What follows belongs to an exercise in optimizing a design on an open flow for small area and a short achievable clock period; a production flow would make more cautious choices. In this exercise RTL edits were held to simulation tests only and were not proved equivalent to the original. No activity file was given, so power comes from the tool's default toggle rates.

== rev 12 ==
Design rv_plic_core, start of the top module:
module rv_plic_core #(
  parameter int NumSrc = 186,
  localparam int SRCW  = $clog2(NumSrc),
  localparam int MAX_PRIO = 3,
  localparam int PRIOW = $clog2(MAX_PRIO+1)
) (
  input                     clk_i,
  input                     rst_ni,
  input  [NumSrc-1:0]       intr_src_i,
  input  [NumSrc*PRIOW-1:0] prio_i,
  input  [NumSrc-1:0]       ie_i,
  input  [PRIOW-1:0]        threshold_i,
  input                     claim_i,
  input                     complete_i,
  input  [SRCW-1:0]         complete_id_i,
  output [NumSrc-1:0]       ip_o,
  output                    irq_o,
  output [SRCW-1:0]         irq_id_o
);
  logic [NumSrc-1:0] ip;
  logic [NumSrc-1:0] intr_src_synced;
  assign ip_o = ip;
  prim_flop_2sync #(
    .Width(NumSrc)
  ) u_prim_flop_2sync (
    .clk_i,
    .rst_ni,
    .d_i(intr_src_i),
    .q_o(intr_src_synced)
  );
  rv_plic_gateway #(
    .N_SOURCE   (NumSrc),
    .IDW        (SRCW)
  ) u_gateway (
    .clk_i,
    .rst_ni,
    .src_i         (intr_src_synced),
    .claim_i       (claim_i),
    .claim_id_i    (irq_id_o),
    .complete_i    (complete_i),
    .complete_id_i (complete_id_i),
    .ip_o          (ip)
  );
  rv_plic_target #(
    .N_SOURCE    (NumSrc),
    .MAX_PRIO    (MAX_PRIO)
  ) u_target (
    .clk_i,
    .rst_ni,
    .ip_i        (ip),
    .ie_i        (ie_i),
    .prio_i      (prio_i),
    .threshold_i (threshold_i),
    .irq_o       (irq_o),
    .irq_id_o    (irq_id_o)
  );
endmodule
For scale: ~750 flip-flops, roughly 40000 um2 of cells after synthesis.
==> module rv_plic_target, before the edit <==
module rv_plic_target #(
  parameter int N_SOURCE = 32,
  parameter int MAX_PRIO = 3,
  localparam int SrcWidth  = $clog2(N_SOURCE),
  localparam int PrioWidth = $clog2(MAX_PRIO+1)
) (
  input clk_i,
  input rst_ni,
  input [N_SOURCE-1:0]  ip_i,
  input [N_SOURCE-1:0]  ie_i,
  input [N_SOURCE*PrioWidth-1:0] prio_i,
  input [PrioWidth-1:0]          threshold_i,
  output logic                irq_o,
  output logic [SrcWidth-1:0] irq_id_o
);
  localparam int NLev = MAX_PRIO + 1;
  logic [NLev-1:0][N_SOURCE-1:0] ge;    
  always_comb begin
    for (int k = 0; k < NLev; k++) begin
      for (int s = 0; s < N_SOURCE; s++) begin
        ge[k][s] = ip_i[s] & ie_i[s] & (prio_i[s*PrioWidth +: PrioWidth] >= PrioWidth'(k));
      end
    end
  end
  logic [NLev-1:0]               any;
  logic [NLev-1:0][SrcWidth-1:0] idx;
  for (genvar k = 0; k < NLev; k++) begin : gen_level
    prim_max_tree #(
      .NumSrc(N_SOURCE)
    ) u_prim_max_tree (
      .req_i(ge[k]),
      .any_o(any[k]),
      .idx_o(idx[k])
    );
  end
  logic [NLev-1:0] has;
  always_comb begin
    for (int k = 0; k < NLev; k++) has[k] = |ge[k];
  end
  logic                irq_d;
  logic [SrcWidth-1:0] irq_id_d;
  always_comb begin
    irq_id_d = idx[0];
    for (int k = 1; k < NLev; k++) begin
      if (has[k]) irq_id_d = idx[k];
    end
    irq_d = 1'b0;
    for (int k = 1; k < NLev; k++) begin
      if (threshold_i == PrioWidth'(k-1)) irq_d = has[k];
    end
  end
  always_ff @(posedge clk_i or negedge rst_ni) begin
    if (!rst_ni) begin
      irq_o    <= 1'b0;
      irq_id_o <= '0;
    end else begin
      irq_o    <= irq_d;
      irq_id_o <= irq_id_d;
    end
  end
endmodule
export LEC_CHECK = 0
export ABC_AREA = 1
export CAP_MARGIN = 20
export CORE_MARGIN = 2
export CORE_UTILIZATION = 40
export SLEW_MARGIN = 20
create_clock -name core_clock -period 12.0 [get_ports {clk_i}]
standard.sh (not shown) runs the stock make flow with config.mk's settings and CLKGATE_MAP_FILE= SYNTH_SCRIPT=/design/flow/synth_recipe.tcl, a recipe that flattens the netlist after the stock synthesis.
==> flow/flow/run.sh <==
#!/bin/bash
# Layout flow: the standard ORFS flow (standard.sh, with its standard
# synthesis), changed only in how it optimises:
#  - the port buffers that global placement inserts on every input and output
#    are sky130_fd_sc_hd__buf_1 instead of the resizer's default choice;
#  - clock tree synthesis clusters up to 20 flip-flops within 120 um per leaf
#    buffer and inserts no dummy loads;
#  - timing repair aims for a larger setup slack at the same 12 ns clock.
# The SDC (clock period, I/O delays, loads) is the standard flow's, unchanged.
set -euo pipefail
export BUFFER_PORTS_ARGS="-buffer_cell sky130_fd_sc_hd__buf_1"
export CTS_ARGS="-sink_clustering_enable -repair_clock_nets -dont_use_dummy_load -sink_clustering_size 20 -sink_clustering_max_diameter 120"
bash standard.sh SETUP_SLACK_MARGIN=8.25 finish > make_finish.log 2>&1
In summary, rev 12 completed successfully, with a layout that passed the timing, DRC and antenna checks.
Changes in rev 13 relative to rev 12:
--- a/flow/design.v
+++ b/flow/design.v
@@ -143,20 +143,16 @@
       .idx_o(idx[k])
     );
   end
-  logic [NLev-1:0] has;
-  always_comb begin
-    for (int k = 0; k < NLev; k++) has[k] = |ge[k];
-  end
   logic                irq_d;
   logic [SrcWidth-1:0] irq_id_d;
   always_comb begin
     irq_id_d = idx[0];
     for (int k = 1; k < NLev; k++) begin
-      if (has[k]) irq_id_d = idx[k];
+      if (any[k]) irq_id_d = idx[k];
     end
     irq_d = 1'b0;
     for (int k = 1; k < NLev; k++) begin
-      if (threshold_i == PrioWidth'(k-1)) irq_d = has[k];
+      if (threshold_i == PrioWidth'(k-1)) irq_d = any[k];
     end
   end
   always_ff @(posedge clk_i or negedge rst_ni) begin
Against rev 12, final critical-path required period in rev 13 came out better.
Going from rev 12 to rev 13, area of all placed cells without fillers moved up, power share of the sequential group moved down, met2 routing resource usage after global routing has decreased, sequential share of layout area now sits lower, number of buffers and inverters on the critical path saw a decrease.
Across both runs, final worst-path cycle share was lower for rev 13 than for rev 12.
Taking rev 12 over rev 13, the count of cell types in the netlist ratio works out to 1.07.
Rev 13 vs rev 12: multi-input gate share of total cell area up
On latest clock arrival within the worst-skew pair, rev 12 and rev 13 are neck and neck.

port drivers added, routing unchanged:
In the flow no input, the clock included, has a driving cell. The finished layouts below were timed again as built, in two steps.
Step 1 (the two cells are an assumption about what drives the block):
set clk [get_ports {clk_i}]
set_driving_cell -lib_cell sky130_fd_sc_hd__clkbuf_16 $clk
set_driving_cell -lib_cell sky130_fd_sc_hd__buf_2 [delete_from_list [all_inputs] $clk]
Step 2 also shifts input and output timing later by t, the mid clock arrival at the registers, as if the neighbouring blocks saw the same clock.
Slacks: ideal / step 1 / step 2; pairs: ideal / step 1.
run	t (ns)	setup slack, ns	worst data-port slew with drivers (ns)	pins driven straight from the clock port
rev 12	0.685	8.134 / 8.176 / 7.491	0.20	1
rev 13	0.709	8.192 / 8.188 / 7.507	0.21	1
After both steps every run listed still meets setup and hold. For rev 13, which loses most, drivers alone change the setup slack by -0.004 ns; drivers and shift together by -0.685 ns.
